What follows belongs to an exercise in optimizing a design on an open flow for small area and a short achievable clock period; a production flow would make more cautious choices. RTL that was checked went through simulation tests only; none was proved equivalent to the original. The clock port is modelled as an ideal driver, which makes a skipped or thinned clock tree look cheaper than it is; a real chip needs a root buffer or a tree.

==> inputs of exp/zinc <==
// mul16_top
module mul16_top(
    input clk,
    input [15:0] a,
    input [15:0] b,
    output reg [31:0] res
);
    reg [15:0] a_r, b_r;
    wire [31:0] p;
    multiplier u_mul(.a(a_r), .b(b_r), .res(p));
    always @(posedge clk) begin
        a_r <= a;
        b_r <= b;
        res <= p;
    end
endmodule
clock: 22.0 ns
lec_check: 0
cap_margin: 20
core_margin: 2
core_utilization: 40
slew_margin: 20
synth_hierarchical: 1
standard.sh (not shown) runs the stock make flow with config.mk's settings and CLKGATE_MAP_FILE= SYNTH_SCRIPT=/design/flow/synth_recipe.tcl, a recipe that flattens the netlist after the stock synthesis.
==> flow/flow/run.sh <==
#!/bin/bash
# Own layout flow: the standard ORFS flow (standard.sh), with
#  - port buffers of a small, fast buffer cell instead of the default delay buffer,
#  - clock tree built from one buffer type and without dummy loads.
#  - timing repair aiming for setup slack above a margin, so that the design is sized for
#    the period it can reach rather than left at minimum size by the loose clock.
# Every tool's output goes to standard.log here; ORFS keeps per-step logs in orfs/logs.
set -euo pipefail
cd "$(dirname "$0")/.."
export BUFFER_PORTS_ARGS="-buffer_cell sky130_fd_sc_hd__buf_1"
export CTS_ARGS="-sink_clustering_enable -repair_clock_nets -dont_use_dummy_load -buf_list sky130_fd_sc_hd__clkbuf_8"
export SETUP_SLACK_MARGIN=16.7
bash standard.sh > standard.log 2>&1
==> exp/violet: changes against exp/zinc <==
==> flow/flow/run.sh (replaced) <==
#!/bin/bash
# Own layout flow: the standard ORFS flow (standard.sh), with
#  - port buffers of a small, fast buffer cell instead of the default delay buffer,
#  - clock tree built from one buffer type and without dummy loads.
# Every tool's output goes to standard.log here; ORFS keeps per-step logs in orfs/logs.
set -euo pipefail
cd "$(dirname "$0")/.."
export BUFFER_PORTS_ARGS="-buffer_cell sky130_fd_sc_hd__buf_1"
export CTS_ARGS="-sink_clustering_enable -repair_clock_nets -dont_use_dummy_load -buf_list sky130_fd_sc_hd__clkbuf_8"
bash standard.sh > standard.log 2>&1
==> results.cfg <==
[sta]
post-route-period-util_pct = 26.1

[outcome]
status = no timing/DRC/antenna violations

[global_routing]
met2_usage_pct = 33.5

[placement]
gp_congestion = 0.840

[critical_path]
crit_fanout = 16

[pwr]
The numbers above come from exp/violet.

==> results.cfg <==
[outcome]
status = no timing/DRC/antenna violations

[sta]
fin_crit_ns = 5.24

[placement]
gp_congestion = 0.837

[critical_path]
crit_fanout = 1
The numbers above come from exp/zinc.


==> try-fjord: inputs <==
mul16_top, a different RTL version from the one above (not shown whole).
Settings: LEC_CHECK=0, CAP_MARGIN=20, CORE_MARGIN=2, CORE_UTILIZATION=55, SLEW_MARGIN=20, SYNTH_HIERARCHICAL=1; clock period 22.0 ns.
==> flow/flow/run.sh <==
#!/bin/bash
# Own layout flow: the standard ORFS flow (standard.sh), with
#  - port buffers of a small, fast buffer cell instead of the default delay buffer;
#  - the clock tree rebuilt after CTS as one level of four buffers driven by the clock
#    port (flatten_clock_core.tcl), which shortens the clock's insertion delay for all
#    registers alike;
#  - after that, and after global routing, timing repair aiming for setup slack above a
#    margin, so that the design is sized for the period it can reach rather than left at
#    minimum size by the loose clock.
# make's output goes to standard.log here; ORFS keeps each step's log in orfs/logs.
set -euo pipefail
cd "$(dirname "$0")/.."
export FLOW_DIR_OWN="$PWD/flow"
export FLOW_SETUP_MARGIN=0
export FLOW_IN_REG_CELL=sky130_fd_sc_hd__dfxtp_4
export BUFFER_PORTS_ARGS="-buffer_cell sky130_fd_sc_hd__buf_1"
export CTS_ARGS="-sink_clustering_enable -repair_clock_nets -dont_use_dummy_load -buf_list sky130_fd_sc_hd__clkbuf_8"
export POST_CTS_TCL="$PWD/flow/flatten_clock_post.tcl"
export PRE_GLOBAL_ROUTE_TCL="$PWD/flow/grt_margin.tcl"
bash standard.sh > standard.log 2>&1
==> flow/flow/flatten_clock_post.tcl <==
source $::env(FLOW_DIR_OWN)/flatten_clock_core.tcl
if {[info exists ::env(FLOW_IN_REG_CELL)] && $::env(FLOW_IN_REG_CELL) ne ""} {
  foreach inst [get_cells {a_r* b_r*}] {
    replace_cell $inst $::env(FLOW_IN_REG_CELL)
  }
}
detailed_placement
estimate_parasitics -placement
# size the design for the period it can reach: repair setup against a margin
set ::env(SETUP_SLACK_MARGIN) $::env(FLOW_SETUP_MARGIN)
repair_timing_helper
detailed_placement
check_placement -verbose
==> flow/flow/grt_margin.tcl <==
# the global-route stage's timing repair uses the same setup margin as after CTS
set ::env(SETUP_SLACK_MARGIN) $::env(FLOW_SETUP_MARGIN)
Other scripts of this flow, unchanged in this note and not shown: flow/flow/flatten_clock_core.tcl
==> inputs of try-lagoon, as changes to try-fjord <==
--- a/flow/design.v
+++ b/flow/design.v
@@ -1176,39 +1176,39 @@
   assign pp253 = ~(a[12] & b[15]);
   assign pp254 = ~(a[13] & b[15]);
   assign pp255 = ~(a[14] & b[15]);
   assign pp256 = ~(a[15] & b[15]);
   mul_xnor u_s257 (.a(pp104), .b(pp119), .y(s257));
-  mul_nand4 u_c258 (.a(a[7]), .b(b[6]), .c(a[6]), .d(b[7]), .y(c258));
+  mul_or u_c258 (.a(pp104), .b(pp119), .y(c258));
   mul_fa u_s259 (.a(pp105), .b(pp120), .ci(pp135), .s(s259), .co(c260));
   mul_xnor u_s261 (.a(pp15), .b(pp150), .y(s261));
-  mul_nand4 u_c262 (.a(a[14]), .b(b[0]), .c(a[5]), .d(b[9]), .y(c262));
+  mul_or u_c262 (.a(pp15), .b(pp150), .y(c262));
   mul_fa u_s263 (.a(pp106), .b(pp121), .ci(pp136), .s(s263), .co(c264));
   mul_fa u_s265 (.a(pp151), .b(pp16), .ci(pp166), .s(s265), .co(c266));
   mul_xnor u_s267 (.a(pp181), .b(pp196), .y(s267));
-  mul_nand4 u_c268 (.a(a[4]), .b(b[11]), .c(a[3]), .d(b[12]), .y(c268));
+  mul_or u_c268 (.a(pp181), .b(pp196), .y(c268));
   mul_fa u_s269 (.a(pp107), .b(pp122), .ci(pp137), .s(s269), .co(c270));
   mul_fa u_s271 (.a(pp152), .b(pp167), .ci(pp182), .s(s271), .co(c272));
   mul_xnor u_s273 (.a(pp197), .b(pp212), .y(s273));
-  mul_nand4 u_c274 (.a(a[4]), .b(b[12]), .c(a[3]), .d(b[13]), .y(c274));
+  mul_or u_c274 (.a(pp197), .b(pp212), .y(c274));
   mul_fa u_s275 (.a(pp108), .b(pp123), .ci(pp138), .s(s275), .co(c276));
   mul_fa u_s277 (.a(pp153), .b(pp168), .ci(pp183), .s(s277), .co(c278));
   mul_fa u_s279 (.a(pp109), .b(pp124), .ci(pp139), .s(s279), .co(c280));
   mul_xnor u_s281 (.a(pp10), .b(pp100), .y(s281));
-  mul_nand4 u_c282 (.a(a[9]), .b(b[0]), .c(a[3]), .d(b[6]), .y(c282));
+  mul_or u_c282 (.a(pp10), .b(pp100), .y(c282));
   mul_fa u_s283 (.a(pp101), .b(pp11), .ci(pp116), .s(s283), .co(c284));
   mul_xnor u_s285 (.a(pp131), .b(pp146), .y(s285));
-  mul_nand4 u_c286 (.a(a[2]), .b(b[8]), .c(a[1]), .d(b[9]), .y(c286));
+  mul_or u_c286 (.a(pp131), .b(pp146), .y(c286));
   mul_fa u_s287 (.a(pp102), .b(pp117), .ci(pp12), .s(s287), .co(c288));
   mul_fa u_s289 (.a(pp132), .b(pp147), .ci(pp162), .s(s289), .co(c290));
   mul_xnor u_s291 (.a(pp177), .b(pp27), .y(s291));
-  mul_nand4 u_c292 (.a(a[0]), .b(b[11]), .c(a[10]), .d(b[1]), .y(c292));
+  mul_or u_c292 (.a(pp177), .b(pp27), .y(c292));
   mul_fa u_s293 (.a(pp103), .b(pp118), .ci(pp13), .s(s293), .co(c294));
   mul_fa u_s295 (.a(pp133), .b(pp148), .ci(pp163), .s(s295), .co(c296));
   mul_fa u_s297 (.a(pp178), .b(pp193), .ci(pp28), .s(s297), .co(c298));
   mul_xnor u_s299 (.a(pp43), .b(pp58), .y(s299));
-  mul_nand4 u_c300 (.a(a[10]), .b(b[2]), .c(a[9]), .d(b[3]), .y(c300));
+  mul_or u_c300 (.a(pp43), .b(pp58), .y(c300));
   mul_fa u_s301 (.a(pp134), .b(pp14), .ci(pp149), .s(s301), .co(c302));
   mul_fa u_s303 (.a(pp164), .b(pp179), .ci(pp194), .s(s303), .co(c304));
   mul_fa u_s305 (.a(pp209), .b(pp29), .ci(pp44), .s(s305), .co(c306));
   mul_fa u_s307 (.a(pp59), .b(pp74), .ci(pp89), .s(s307), .co(c308));
   mul_fa u_s309 (.a(pp165), .b(pp180), .ci(pp195), .s(s309), .co(c310));
@@ -1240,18 +1240,18 @@
   mul_fa u_s361 (.a(pp201), .b(pp216), .ci(pp231), .s(s361), .co(c362));
   mul_fa u_s363 (.a(pp112), .b(pp127), .ci(pp142), .s(s363), .co(c364));
   mul_fa u_s365 (.a(pp157), .b(pp172), .ci(pp187), .s(s365), .co(c366));
   mul_fa u_s367 (.a(pp128), .b(pp143), .ci(pp158), .s(s367), .co(c368));
   mul_xnor u_s369 (.a(pp22), .b(pp37), .y(s369));
-  mul_nand4 u_c370 (.a(a[5]), .b(b[1]), .c(a[4]), .d(b[2]), .y(c370));
+  mul_or u_c370 (.a(pp22), .b(pp37), .y(c370));
   mul_fa u_s371 (.a(pp113), .b(pp23), .ci(pp38), .s(s371), .co(c372));
   mul_xnor u_s373 (.a(pp53), .b(pp68), .y(s373));
-  mul_nand4 u_c374 (.a(a[4]), .b(b[3]), .c(a[3]), .d(b[4]), .y(c374));
+  mul_or u_c374 (.a(pp53), .b(pp68), .y(c374));
   mul_fa u_s375 (.a(pp114), .b(pp129), .ci(pp24), .s(s375), .co(c376));
   mul_fa u_s377 (.a(pp39), .b(pp54), .ci(pp69), .s(s377), .co(c378));
   mul_xnor u_s379 (.a(pp84), .b(pp9), .y(s379));
-  mul_nand4 u_c380 (.a(a[3]), .b(b[5]), .c(a[8]), .d(b[0]), .y(c380));
+  mul_or u_c380 (.a(pp84), .b(pp9), .y(c380));
   mul_fa u_s381 (.a(pp115), .b(pp130), .ci(pp145), .s(s381), .co(c382));
   mul_fa u_s383 (.a(pp25), .b(pp40), .ci(pp55), .s(s383), .co(c384));
   mul_fa u_s385 (.a(pp70), .b(pp85), .ci(s281), .s(s385), .co(c386));
   mul_fa u_s387 (.a(pp161), .b(pp26), .ci(pp41), .s(s387), .co(c388));
   mul_fa u_s389 (.a(pp56), .b(pp71), .ci(pp86), .s(s389), .co(c390));
@@ -1297,14 +1297,14 @@
   mul_fa u_s469 (.a(pp234), .b(pp249), .ci(c368), .s(s469), .co(c470));
   mul_fa u_s471 (.a(pp160), .b(pp175), .ci(pp190), .s(s471), .co(c472));
   mul_fa u_s473 (.a(pp205), .b(pp220), .ci(pp235), .s(s473), .co(c474));
   mul_fa u_s475 (.a(pp176), .b(pp191), .ci(pp206), .s(s475), .co(c476));
   mul_xnor u_s477 (.a(pp20), .b(pp35), .y(s477));
-  mul_nand4 u_c478 (.a(a[3]), .b(b[1]), .c(a[2]), .d(b[2]), .y(c478));
+  mul_or u_c478 (.a(pp20), .b(pp35), .y(c478));
   mul_fa u_s479 (.a(pp21), .b(pp36), .ci(pp51), .s(s479), .co(c480));
   mul_xnor u_s481 (.a(pp6), .b(pp66), .y(s481));
-  mul_nand4 u_c482 (.a(a[5]), .b(b[0]), .c(a[1]), .d(b[4]), .y(c482));
+  mul_or u_c482 (.a(pp6), .b(pp66), .y(c482));
   mul_fa u_s483 (.a(pp52), .b(pp67), .ci(pp7), .s(s483), .co(c484));
   mul_fa u_s485 (.a(pp82), .b(pp97), .ci(s369), .s(s485), .co(c486));
   mul_fa u_s487 (.a(pp8), .b(pp83), .ci(pp98), .s(s487), .co(c488));
   mul_fa u_s489 (.a(c370), .b(s373), .ci(s371), .s(s489), .co(c490));
   mul_fa u_s491 (.a(pp99), .b(c374), .ci(s379), .s(s491), .co(c492));
@@ -1345,11 +1345,11 @@
   mul_fa u_s561 (.a(c472), .b(c474), .ci(s475), .s(s561), .co(c562));
   mul_fa u_s563 (.a(pp192), .b(pp207), .ci(pp222), .s(s563), .co(c564));
   mul_fa u_s565 (.a(pp237), .b(pp252), .ci(c476), .s(s565), .co(c566));
   mul_fa u_s567 (.a(pp208), .b(pp223), .ci(pp238), .s(s567), .co(c568));
   mul_xnor u_s569 (.a(pp19), .b(pp34), .y(s569));
-  mul_nand4 u_c570 (.a(a[2]), .b(b[1]), .c(a[1]), .d(b[2]), .y(c570));
+  mul_or u_c570 (.a(pp19), .b(pp34), .y(c570));
   mul_fa u_s571 (.a(pp5), .b(pp50), .ci(pp65), .s(s571), .co(c572));
   mul_fa u_s573 (.a(pp81), .b(c478), .ci(s481), .s(s573), .co(c574));
   mul_fa u_s575 (.a(c482), .b(c480), .ci(s483), .s(s575), .co(c576));
   mul_fa u_s577 (.a(c484), .b(s487), .ci(c486), .s(s577), .co(c578));
   mul_fa u_s579 (.a(c488), .b(s491), .ci(c490), .s(s579), .co(c580));
@@ -1372,11 +1372,11 @@
   mul_fa u_s613 (.a(s559), .b(c556), .ci(s561), .s(s613), .co(c614));
   mul_fa u_s615 (.a(c560), .b(s563), .ci(c562), .s(s615), .co(c616));
   mul_fa u_s617 (.a(pp253), .b(c564), .ci(s567), .s(s617), .co(c618));
   mul_fa u_s619 (.a(pp224), .b(pp239), .ci(pp254), .s(s619), .co(c620));
   mul_xnor u_s621 (.a(pp18), .b(pp3), .y(s621));
-  mul_nand4 u_c622 (.a(a[1]), .b(b[1]), .c(a[2]), .d(b[0]), .y(c622));
+  mul_or u_c622 (.a(pp18), .b(pp3), .y(c622));
   mul_fa u_s623 (.a(pp4), .b(pp49), .ci(s569), .s(s623), .co(c624));
   mul_fa u_s625 (.a(c570), .b(s477), .ci(s571), .s(s625), .co(c626));
   mul_fa u_s627 (.a(c572), .b(s479), .ci(s573), .s(s627), .co(c628));
   mul_fa u_s629 (.a(c574), .b(s485), .ci(s575), .s(s629), .co(c630));
   mul_fa u_s631 (.a(c576), .b(s489), .ci(s577), .s(s631), .co(c632));
@@ -1690,8 +1690,5 @@
   assign y = ~(a ^ b);
 endmodule
 module mul_or(input a, input b, output y);
   assign y = a | b;
 endmodule
-module mul_nand4(input a, input b, input c, input d, output y);
-  assign y = ~(a & b & c & d);
-endmodule
==> inputs of try-delta, as changes to try-fjord <==
--- a/flow/design.v
+++ b/flow/design.v
@@ -1176,39 +1176,39 @@
   assign pp253 = ~(a[12] & b[15]);
   assign pp254 = ~(a[13] & b[15]);
   assign pp255 = ~(a[14] & b[15]);
   assign pp256 = ~(a[15] & b[15]);
   mul_xnor u_s257 (.a(pp104), .b(pp119), .y(s257));
-  mul_nand4 u_c258 (.a(a[7]), .b(b[6]), .c(a[6]), .d(b[7]), .y(c258));
+  mul_or u_c258 (.a(pp104), .b(pp119), .y(c258));
   mul_fa u_s259 (.a(pp105), .b(pp120), .ci(pp135), .s(s259), .co(c260));
   mul_xnor u_s261 (.a(pp15), .b(pp150), .y(s261));
-  mul_nand4 u_c262 (.a(a[14]), .b(b[0]), .c(a[5]), .d(b[9]), .y(c262));
+  mul_or u_c262 (.a(pp15), .b(pp150), .y(c262));
   mul_fa u_s263 (.a(pp106), .b(pp121), .ci(pp136), .s(s263), .co(c264));
   mul_fa u_s265 (.a(pp151), .b(pp16), .ci(pp166), .s(s265), .co(c266));
   mul_xnor u_s267 (.a(pp181), .b(pp196), .y(s267));
-  mul_nand4 u_c268 (.a(a[4]), .b(b[11]), .c(a[3]), .d(b[12]), .y(c268));
+  mul_or u_c268 (.a(pp181), .b(pp196), .y(c268));
   mul_fa u_s269 (.a(pp107), .b(pp122), .ci(pp137), .s(s269), .co(c270));
   mul_fa u_s271 (.a(pp152), .b(pp167), .ci(pp182), .s(s271), .co(c272));
   mul_xnor u_s273 (.a(pp197), .b(pp212), .y(s273));
-  mul_nand4 u_c274 (.a(a[4]), .b(b[12]), .c(a[3]), .d(b[13]), .y(c274));
+  mul_or u_c274 (.a(pp197), .b(pp212), .y(c274));
   mul_fa u_s275 (.a(pp108), .b(pp123), .ci(pp138), .s(s275), .co(c276));
   mul_fa u_s277 (.a(pp153), .b(pp168), .ci(pp183), .s(s277), .co(c278));
   mul_fa u_s279 (.a(pp109), .b(pp124), .ci(pp139), .s(s279), .co(c280));
   mul_xnor u_s281 (.a(pp10), .b(pp100), .y(s281));
-  mul_nand4 u_c282 (.a(a[9]), .b(b[0]), .c(a[3]), .d(b[6]), .y(c282));
+  mul_or u_c282 (.a(pp10), .b(pp100), .y(c282));
   mul_fa u_s283 (.a(pp101), .b(pp11), .ci(pp116), .s(s283), .co(c284));
   mul_xnor u_s285 (.a(pp131), .b(pp146), .y(s285));
-  mul_nand4 u_c286 (.a(a[2]), .b(b[8]), .c(a[1]), .d(b[9]), .y(c286));
+  mul_or u_c286 (.a(pp131), .b(pp146), .y(c286));
   mul_fa u_s287 (.a(pp102), .b(pp117), .ci(pp12), .s(s287), .co(c288));
   mul_fa u_s289 (.a(pp132), .b(pp147), .ci(pp162), .s(s289), .co(c290));
   mul_xnor u_s291 (.a(pp177), .b(pp27), .y(s291));
-  mul_nand4 u_c292 (.a(a[0]), .b(b[11]), .c(a[10]), .d(b[1]), .y(c292));
+  mul_or u_c292 (.a(pp177), .b(pp27), .y(c292));
   mul_fa u_s293 (.a(pp103), .b(pp118), .ci(pp13), .s(s293), .co(c294));
   mul_fa u_s295 (.a(pp133), .b(pp148), .ci(pp163), .s(s295), .co(c296));
   mul_fa u_s297 (.a(pp178), .b(pp193), .ci(pp28), .s(s297), .co(c298));
   mul_xnor u_s299 (.a(pp43), .b(pp58), .y(s299));
-  mul_nand4 u_c300 (.a(a[10]), .b(b[2]), .c(a[9]), .d(b[3]), .y(c300));
+  mul_or u_c300 (.a(pp43), .b(pp58), .y(c300));
   mul_fa u_s301 (.a(pp134), .b(pp14), .ci(pp149), .s(s301), .co(c302));
   mul_fa u_s303 (.a(pp164), .b(pp179), .ci(pp194), .s(s303), .co(c304));
   mul_fa u_s305 (.a(pp209), .b(pp29), .ci(pp44), .s(s305), .co(c306));
   mul_fa u_s307 (.a(pp59), .b(pp74), .ci(pp89), .s(s307), .co(c308));
   mul_fa u_s309 (.a(pp165), .b(pp180), .ci(pp195), .s(s309), .co(c310));
@@ -1240,18 +1240,18 @@
   mul_fa u_s361 (.a(pp201), .b(pp216), .ci(pp231), .s(s361), .co(c362));
   mul_fa u_s363 (.a(pp112), .b(pp127), .ci(pp142), .s(s363), .co(c364));
   mul_fa u_s365 (.a(pp157), .b(pp172), .ci(pp187), .s(s365), .co(c366));
   mul_fa u_s367 (.a(pp128), .b(pp143), .ci(pp158), .s(s367), .co(c368));
   mul_xnor u_s369 (.a(pp22), .b(pp37), .y(s369));
-  mul_nand4 u_c370 (.a(a[5]), .b(b[1]), .c(a[4]), .d(b[2]), .y(c370));
+  mul_or u_c370 (.a(pp22), .b(pp37), .y(c370));
   mul_fa u_s371 (.a(pp113), .b(pp23), .ci(pp38), .s(s371), .co(c372));
   mul_xnor u_s373 (.a(pp53), .b(pp68), .y(s373));
-  mul_nand4 u_c374 (.a(a[4]), .b(b[3]), .c(a[3]), .d(b[4]), .y(c374));
+  mul_or u_c374 (.a(pp53), .b(pp68), .y(c374));
   mul_fa u_s375 (.a(pp114), .b(pp129), .ci(pp24), .s(s375), .co(c376));
   mul_fa u_s377 (.a(pp39), .b(pp54), .ci(pp69), .s(s377), .co(c378));
   mul_xnor u_s379 (.a(pp84), .b(pp9), .y(s379));
-  mul_nand4 u_c380 (.a(a[3]), .b(b[5]), .c(a[8]), .d(b[0]), .y(c380));
+  mul_or u_c380 (.a(pp84), .b(pp9), .y(c380));
   mul_fa u_s381 (.a(pp115), .b(pp130), .ci(pp145), .s(s381), .co(c382));
   mul_fa u_s383 (.a(pp25), .b(pp40), .ci(pp55), .s(s383), .co(c384));
   mul_fa u_s385 (.a(pp70), .b(pp85), .ci(s281), .s(s385), .co(c386));
   mul_fa u_s387 (.a(pp161), .b(pp26), .ci(pp41), .s(s387), .co(c388));
   mul_fa u_s389 (.a(pp56), .b(pp71), .ci(pp86), .s(s389), .co(c390));
@@ -1297,14 +1297,14 @@
   mul_fa u_s469 (.a(pp234), .b(pp249), .ci(c368), .s(s469), .co(c470));
   mul_fa u_s471 (.a(pp160), .b(pp175), .ci(pp190), .s(s471), .co(c472));
   mul_fa u_s473 (.a(pp205), .b(pp220), .ci(pp235), .s(s473), .co(c474));
   mul_fa u_s475 (.a(pp176), .b(pp191), .ci(pp206), .s(s475), .co(c476));
   mul_xnor u_s477 (.a(pp20), .b(pp35), .y(s477));
-  mul_nand4 u_c478 (.a(a[3]), .b(b[1]), .c(a[2]), .d(b[2]), .y(c478));
+  mul_or u_c478 (.a(pp20), .b(pp35), .y(c478));
   mul_fa u_s479 (.a(pp21), .b(pp36), .ci(pp51), .s(s479), .co(c480));
   mul_xnor u_s481 (.a(pp6), .b(pp66), .y(s481));
-  mul_nand4 u_c482 (.a(a[5]), .b(b[0]), .c(a[1]), .d(b[4]), .y(c482));
+  mul_or u_c482 (.a(pp6), .b(pp66), .y(c482));
   mul_fa u_s483 (.a(pp52), .b(pp67), .ci(pp7), .s(s483), .co(c484));
   mul_fa u_s485 (.a(pp82), .b(pp97), .ci(s369), .s(s485), .co(c486));
   mul_fa u_s487 (.a(pp8), .b(pp83), .ci(pp98), .s(s487), .co(c488));
   mul_fa u_s489 (.a(c370), .b(s373), .ci(s371), .s(s489), .co(c490));
   mul_fa u_s491 (.a(pp99), .b(c374), .ci(s379), .s(s491), .co(c492));
@@ -1345,11 +1345,11 @@
   mul_fa u_s561 (.a(c472), .b(c474), .ci(s475), .s(s561), .co(c562));
   mul_fa u_s563 (.a(pp192), .b(pp207), .ci(pp222), .s(s563), .co(c564));
   mul_fa u_s565 (.a(pp237), .b(pp252), .ci(c476), .s(s565), .co(c566));
   mul_fa u_s567 (.a(pp208), .b(pp223), .ci(pp238), .s(s567), .co(c568));
   mul_xnor u_s569 (.a(pp19), .b(pp34), .y(s569));
-  mul_nand4 u_c570 (.a(a[2]), .b(b[1]), .c(a[1]), .d(b[2]), .y(c570));
+  mul_or u_c570 (.a(pp19), .b(pp34), .y(c570));
   mul_fa u_s571 (.a(pp5), .b(pp50), .ci(pp65), .s(s571), .co(c572));
   mul_fa u_s573 (.a(pp81), .b(c478), .ci(s481), .s(s573), .co(c574));
   mul_fa u_s575 (.a(c482), .b(c480), .ci(s483), .s(s575), .co(c576));
   mul_fa u_s577 (.a(c484), .b(s487), .ci(c486), .s(s577), .co(c578));
   mul_fa u_s579 (.a(c488), .b(s491), .ci(c490), .s(s579), .co(c580));
@@ -1372,11 +1372,11 @@
   mul_fa u_s613 (.a(s559), .b(c556), .ci(s561), .s(s613), .co(c614));
   mul_fa u_s615 (.a(c560), .b(s563), .ci(c562), .s(s615), .co(c616));
   mul_fa u_s617 (.a(pp253), .b(c564), .ci(s567), .s(s617), .co(c618));
   mul_fa u_s619 (.a(pp224), .b(pp239), .ci(pp254), .s(s619), .co(c620));
   mul_xnor u_s621 (.a(pp18), .b(pp3), .y(s621));
-  mul_nand4 u_c622 (.a(a[1]), .b(b[1]), .c(a[2]), .d(b[0]), .y(c622));
+  mul_or u_c622 (.a(pp18), .b(pp3), .y(c622));
   mul_fa u_s623 (.a(pp4), .b(pp49), .ci(s569), .s(s623), .co(c624));
   mul_fa u_s625 (.a(c570), .b(s477), .ci(s571), .s(s625), .co(c626));
   mul_fa u_s627 (.a(c572), .b(s479), .ci(s573), .s(s627), .co(c628));
   mul_fa u_s629 (.a(c574), .b(s485), .ci(s575), .s(s629), .co(c630));
   mul_fa u_s631 (.a(c576), .b(s489), .ci(s577), .s(s631), .co(c632));
@@ -1690,8 +1690,5 @@
   assign y = ~(a ^ b);
 endmodule
 module mul_or(input a, input b, output y);
   assign y = a | b;
 endmodule
-module mul_nand4(input a, input b, input c, input d, output y);
-  assign y = ~(a & b & c & d);
-endmodule
--- a/flow/flow/run.sh
+++ b/flow/flow/run.sh
@@ -9,11 +9,11 @@
 #    minimum size by the loose clock.
 # make's output goes to standard.log here; ORFS keeps each step's log in orfs/logs.
 set -euo pipefail
 cd "$(dirname "$0")/.."
 export FLOW_DIR_OWN="$PWD/flow"
-export FLOW_SETUP_MARGIN=0
+export FLOW_SETUP_MARGIN=16.95
 export FLOW_IN_REG_CELL=sky130_fd_sc_hd__dfxtp_4
 export BUFFER_PORTS_ARGS="-buffer_cell sky130_fd_sc_hd__buf_1"
 export CTS_ARGS="-sink_clustering_enable -repair_clock_nets -dont_use_dummy_load -buf_list sky130_fd_sc_hd__clkbuf_8"
 export POST_CTS_TCL="$PWD/flow/flatten_clock_post.tcl"
 export PRE_GLOBAL_ROUTE_TCL="$PWD/flow/grt_margin.tcl"
==> run summary <==
quantity	try-delta	try-lagoon	try-fjord
Initial detailed-routing violation count	348	332	432
CTS clk-pin slew, worst paths	0.09 ns	0.09 ns	0.06 ns
Run status	finished clean	finished clean	finished clean
Levels on crit path	1	1	16
Final WL	22200 µm	21800 µm	21300 µm
Non-filler cells in the finished layout	1085	1050	1051
Wire length of the first global-routing pass	34900 µm	34900 µm	34200 µm
Pin count of the biggest net entering global routing	17	17	23
Endpoint of the worst register-to-register path	res[29]	res[29]	res[21]
Post-placement worst setup slack	16.55 ns	16.55 ns	16.42 ns
Master of the slowest instance on the critical path	dfxtp_1	dfxtp_1	fa_1
Design Area, Final	8820 µm²	8460 µm²	8460 µm²
RSZ-0062 raised after global routing	true	false	false
Destination of the critical timing path	res[20]	res[19]	res[21]
No run of this note included a check of the RTL's function; only the layout flow was run. In every run of this note, the design's own scripts or RTL, not TritonCTS, make the clock network.

separate check: timing with driven ports:
The results above use ideal ports. As a check the final layouts listed here were re-extracted and re-timed, cells and wires unchanged.
Step 1 (the two cells are an assumption about what drives the block):
set clk [get_ports {clk}]
set_driving_cell -lib_cell sky130_fd_sc_hd__clkbuf_16 $clk
set_driving_cell -lib_cell sky130_fd_sc_hd__buf_2 [delete_from_list [all_inputs] $clk]
Step 2 adds t to the input delays and takes it off the output delays; t is the mean of the earliest and latest rising clock arrival at the registers after step 1. Input paths then give back, and output paths get back, about the clock's delay inside the block.
Slacks: ideal ports / drivers / drivers and shift; pairs: ideal ports / drivers.
run | t (ns) | slack for setup (ns) | worst setup path after step 2 | worst slew at a driven data input, ns
exp/zinc | 0.404 | 16.756 / 16.716 / 16.866 | register to register | 0.04
exp/violet | 0.409 | 16.258 / 16.258 / 16.258 | register to register | 0.04
try-fjord | 0.235 | 16.818 / 16.818 / 16.818 | register to register | 0.04
try-lagoon | 0.247 | 16.927 / 16.822 / 16.932 | register to register | 0.04
try-delta | 0.246 | 16.980 / 16.876 / 17.122 | register to output | 0.04
After both steps setup and hold are still met in every run listed.
